From an optimization exercise on the open Yosys and OpenROAD flow, aimed at small area, a short achievable clock period and few clock cycles per item; shortcuts taken in it are not production practice.
Function was checked by simulation only, so behaviour that the tests miss may differ from the original.
No activity file was given, so power comes from the tool's default toggle rates.

## indigo
// alu
module alu(
	output reg[15:0] data_out,
	output reg       valid_out,
	output reg       cmd_out,
	input [15:0]     data_in,
	input            valid_in,
	input            cmd_in,
	output reg       amm_read,
	output reg[7:0]  amm_address,
	input [7:0]      amm_readdata,
	input            amm_waitrequest,
	input [1:0]      amm_response,
	input clk,
	input rst_n
	);
	localparam D = 62;               
	reg        busy;                 
	reg        rx;                   
	reg        last;                 
	reg [5:0]  rem;                  
	reg        idx0, idx1;           
	reg [3:0]  op;
	reg        ee;                   
	reg        err;                  
	reg        dly;                  
	reg        pay;                  
	reg        b_mem;                
	reg        b_iss;                
	reg        b_i1;                 
	reg [7:0]  b_val;
	reg [7:0]  stk [0:D-1];
	reg [5:0]  cnt;
	reg        pop;                  
	reg        infl_i1;              
	reg [7:0]  addr_n;               
	reg [7:0]  v0r, v1r;             
	reg        v1big;                
	reg [7:0]  vbg, vrg;             
	reg [11:0] ures;                 
	reg [11:0] acc;
	wire o_and = (op == 4'd1);
	wire o_or  = (op == 4'd2);
	wire o_xor = (op == 4'd3);
	wire o_log = o_and || o_or || o_xor;
	wire o_not = (op == 4'd4);
	wire o_inc = (op == 4'd5);
	wire o_dec = (op == 4'd6);
	wire o_neg = (op == 4'd7);
	wire o_shr = (op == 4'd8);
	wire o_shl = (op == 4'd9);
	wire o_fast = o_log || o_not;        
  ...
Size: ~620 flip-flops, ~58 I/O pins, roughly 27000 um^2 of cells after synthesis.
clock: 5.0 ns
lec_check: 0
abc_clock_period_in_ps: 1800
cap_margin: 20
core_margin: 2
core_utilization: 66
cts_cluster_diameter: 60
cts_cluster_size: 24
setup_slack_margin: 2.9
slew_margin: 20
standard.sh (not shown) runs the stock make flow with config.mk's settings and CLKGATE_MAP_FILE= SYNTH_SCRIPT=/design/flow/synth_recipe.tcl, a recipe that flattens the netlist after the stock synthesis.
==> flow/flow/run.sh <==
#!/bin/bash
# The standard layout (standard.sh), with synthesis changed in two ways:
# adders are left to ABC as plain logic (no full/half-adder cells, ADDER_MAP_FILE
# empty), and ABC maps with its own script (flow/synth.tcl). Registers and their
# names are those of the standard synthesis. Ports are buffered, as in the
# standard flow, but with buf_4 cells rather than the delay buffer that
# buffer_ports picks by default.
set -euo pipefail
here=$(pwd)

ports="BUFFER_PORTS_ARGS=-buffer_cell sky130_fd_sc_hd__buf_4"
bash standard.sh synth SYNTH_SCRIPT="$here/flow/synth.tcl" ADDER_MAP_FILE= "$ports" > "$here/synth.log" 2>&1
bash standard.sh finish SYNTH_SCRIPT="$here/flow/synth.tcl" ADDER_MAP_FILE= "$ports" > "$here/layout.log" 2>&1
test -f "$here/out/final.def"
==> flow/flow/synth.tcl <==
# The standard flow's synthesis script (synth_recipe.tcl), with one change: ABC maps with a
# script that maps with SAT-based area-oriented matching (&nf -a) and pin permutation.
proc synth {args} { yosys synth -nofsm -noshare {*}$args }
proc abc {args} {
  set i [lsearch -exact $args -script]
  if {$i >= 0} {
    set s "+&get -n;&st;&dch;&nf -a -p;&put;buffer -c;topo;stime -c;upsize -c;dnsize -c"
    set args [lreplace $args $i [expr {$i + 1}] -script $s]
  }
  yosys abc {*}$args
}
source $::env(SCRIPTS_DIR)/synth.tcl
# left out here: clear keep_hierarchy, flatten, clean up, hide names made inside functions, write 1_2_yosys.v
Testbench counts of indigo, summed over its fixed seeds: cycles 34,374, items 2,000.
diff inputs: indigo => ember
Settings: CORE_UTILIZATION now 60, was 66; SETUP_SLACK_MARGIN now 2.8, was 2.9.
Results
Relative to indigo, total of fill cells in the finished design has increased by about 23% in ember. Clock latency on the worst-skew pair for ember: 0.02 ns up relative to indigo. Comparing indigo and ember, met2 routing resource usage after global routing is lower on ember.
[inputs] garnet vs ember
Settings: SETUP_SLACK_MARGIN changed from 2.8 to 2.95.
==> comparison <==
- garnet vs ember: final clock period utilization by the worst path down
- Comparing ember with garnet, the worst setup skew after layout came out essentially unchanged.
- Higher number of resized instances in the post-cts repair step was reported by garnet, not ember.
- Route | garnet vs ember | wire longer in garnet
- Clock buffer count in the final layout, garnet and ember: larger value in garnet
- The worst hold slack was comparable across garnet and ember.
- Comparing garnet and ember, the lower global-route usage is on ember.
- Taking ember as the reference, in garnet met3 capacity usage during global routing climbed 0.30 points, worst IR drop on VDD dropped 0.46%, clock group power barely changed.
[inputs] amber vs garnet
Settings: SETUP_SLACK_MARGIN now 3.0, was 2.95.
==> flow/flow/synth.tcl <==
# The standard flow's synthesis script (synth_recipe.tcl), with one change: ABC maps with a
# script that maps with SAT-based area-oriented matching (&nf -a) and pin permutation,
# leaving buffering and sizing to the placement-aware repair steps.
proc synth {args} { yosys synth -nofsm -noshare {*}$args }
proc abc {args} {
  set i [lsearch -exact $args -script]
  if {$i >= 0} {
    set s "+&get -n;&st;&dch;&nf -a -p;&put;topo;stime -c"
    set args [lreplace $args $i [expr {$i + 1}] -script $s]
  }
  yosys abc {*}$args
}
source $::env(SCRIPTS_DIR)/synth.tcl
# left out here: clear keep_hierarchy, flatten, clean up, hide names made inside functions, write 1_2_yosys.v
--- outcome ---
amber completed end to end with timing, DRC and antenna clean. Reported for garnet and amber, number of clock sinks turned out identical to the last digit. Diff garnet -> amber | clock network area share | decrease of 0.27 points. Clock-buffer cell count: higher on garnet. Between amber and garnet, the setup slack does not differ in any meaningful way. Height of the die in amber is 1.4% below garnet.
Here is what was changed in the inputs of onyx compared with amber.
Settings: SETUP_SLACK_MARGIN: 3.0 -> 2.9.
==> flow/flow/synth.tcl <==
# The standard flow's synthesis script (synth_recipe.tcl), with one change: ABC maps with a
# script that maps with SAT-based area-oriented matching (&nf -a) and pin permutation.
proc synth {args} { yosys synth -nofsm -noshare {*}$args }
proc abc {args} {
  set i [lsearch -exact $args -script]
  if {$i >= 0} {
    set s "+&get -n;&st;&syn2;&if -g -K 6;&synch2;&dch;&nf -R 0 -F 1;&put;buffer -c;topo;stime -c;upsize -c;dnsize -c"
    set args [lreplace $args $i [expr {$i + 1}] -script $s]
  }
  yosys abc {*}$args
}
source $::env(SCRIPTS_DIR)/synth.tcl
# left out here: clear keep_hierarchy, flatten, clean up, hide names made inside functions, write 1_2_yosys.v
Results
Cell count after synthesis ended up 126 higher on onyx than on amber. onyx against amber: final core area utilization saw a decrease, number of standard-cell rows in the floorplan rose 2.7%. Diff amber -> onyx: number of cells after detailed placement rose 31; overall routing resource usage fell 0.38 points; total sequential power fell 11%; HPWL after detailed placement rose 8.2%. Between onyx and amber, it is onyx whose count of plain and timing-repair buffers in the layout is lower, by 24%. The fraction of power spent switching nets reported for onyx is smaller than that of amber by 3.7 points.
--- input diff onyx..violet ---
Settings: changing SETUP_SLACK_MARGIN from 2.9 to 3.0.
-- flow/flow/synth.tcl --
<<< onyx, line 6
  if {$i >= 0} {
    set s "+&get -n;&st;&syn2;&if -g -K 6;&synch2;&dch;&nf -R 0 -F 1;&put;buffer -c;topo;stime -c;upsize -c;dnsize -c"
    set args [lreplace $args $i [expr {$i + 1}] -script $s]
>>> violet, line 6
  if {$i >= 0} {
    set s "+&get -n;&st;&dch;&nf -a -p;&put;buffer -c;topo;stime -c;upsize -c;dnsize -c"
    set args [lreplace $args $i [expr {$i + 1}] -script $s]
Findings:
- violet finished every stage and its layout cleared the timing, design-rule and antenna checks.
- Portion of the clock cycle consumed by the worst path in the final layout, violet and onyx: smaller value in violet
- From violet to onyx, number of buffers between clock root and the deepest sink did not move at all.
- Side by side, met3 usage turned out higher in violet than in onyx.
- Relative to onyx, synthesized cell count increased by about 1.3% in violet.
- In violet, the worst hold slack came out 0.012 ns below the value in onyx.

========
alu, a different RTL version from the one above (not shown whole).
Size in the first run: about 600 flip-flops, roughly 58 I/O pins, about 27000 um^2 of cells after synthesis.
clock: 5.0 ns
lec_check: 0
abc_clock_period_in_ps: 1800
cap_margin: 20
core_margin: 2
core_utilization: 40
setup_slack_margin: 3.0
slew_margin: 20
==> flow/flow/run.sh <==
#!/bin/bash
# The standard layout (standard.sh), with synthesis changed in two ways:
# adders are left to ABC as plain logic (no full/half-adder cells, ADDER_MAP_FILE
# empty), and ABC maps with a delay target (flow/synth.tcl). Registers and their
# names are those of the standard synthesis.
set -euo pipefail
here=$(pwd)
export MY_ABC_D=1200
bash standard.sh synth SYNTH_SCRIPT="$here/flow/synth.tcl" ADDER_MAP_FILE= > "$here/synth.log" 2>&1
bash standard.sh finish SYNTH_SCRIPT="$here/flow/synth.tcl" ADDER_MAP_FILE= > "$here/layout.log" 2>&1
test -f "$here/out/final.def"
==> flow/flow/synth.tcl <==
# The standard flow's synthesis script (synth_recipe.tcl), with one change: ABC maps with a
# delay target (the flow's speed script, -D on the mapper and the sizers).
proc synth {args} { yosys synth -nofsm -noshare {*}$args }
if {![info exists ::env(MY_ABC_D)]} { set ::env(MY_ABC_D) 1200 }
proc abc {args} {
  set i [lsearch -exact $args -script]
  if {$i >= 0} {
    set d $::env(MY_ABC_D)
    set s "+&get -n;&st;&dch;&nf -D $d;&st;&syn2;&if -g -K 6;&synch2;&nf -D $d;&st;&syn2;&if -g -K 6;&synch2;&nf -D $d;&put;buffer -c;topo;stime -c;upsize -c -D $d;dnsize -c -D $d"
    set args [lreplace $args $i [expr {$i + 1}] -script $s]
  }
  yosys abc {*}$args
}
source $::env(SCRIPTS_DIR)/synth.tcl
# left out here: clear keep_hierarchy, flatten, clean up, hide names made inside functions, write 1_2_yosys.v
Testbench counts at the start, summed over its fixed seeds: cycles 33,362, items 2,000.
Rerun with:
==> flow/run.sh (new file) <==
#!/bin/bash
# synth_recipe.tcl (not shown) runs the flow's synth.tcl, then flattens the netlist and writes it again
# the make line also repeats each setting of config.mk as NAME=value (left out here)
make -C /OpenROAD-flow-scripts/flow DESIGN_CONFIG=/design/flow/config.mk WORK_HOME=/design/flow/orfs CLKGATE_MAP_FILE= SYNTH_SCRIPT=/design/flow/synth_recipe.tcl finish
removed: flow/flow/run.sh
removed: flow/flow/synth.tcl
removed: flow/standard.sh
=> Non-clock buffer count rises by 3. Core utilization rises by 0.32 points. Synthesized area went up by 2.4%. Count of clock-buffer cells in the layout is lower by 3.

==> separate check: timing with driven ports <==
No port has a modelled driver above. Below, the same layouts with a new extraction and two added sets of constraints. Step 1 assumes that a clkbuf_16 drives the clock port and a buf_2 every other input. Step 2 also shifts input and output timing later by t, the mid clock arrival at the registers, as if the neighbouring blocks saw the same clock. Slacks: ideal ports / drivers / drivers and shift; pairs: ideal ports / drivers.
run	t (ns)	slack for setup (ns)	worst setup path after step 2	worst data-port slew with drivers (ns)	cell pins on the clock port's net
indigo	0.622	2.844 / 2.850 / 2.228	input to register	0.06	1
ember	0.637	2.844 / 2.810 / 2.234	input to register	0.05	1
garnet	0.633	2.919 / 2.863 / 2.347	input to register	0.04	1
amber	0.629	2.919 / 2.865 / 2.350	input to register	0.06	1
onyx	0.630	2.724 / 2.724 / 2.398	input to register	0.04	1
violet	0.638	2.897 / 2.867 / 2.337	input to register	0.07	1
the first run of note 2	0.647	2.437 / 2.437 / 2.218	input to register	0.07	1
the second run of note 2	0.651	2.298 / 2.307 / 1.656	input to register	0.06	1
After both steps setup and hold are still met in every run listed. The setup slack of the second run of note 2, which loses most, moves by +0.009 ns with the drivers and by -0.642 ns with both steps.
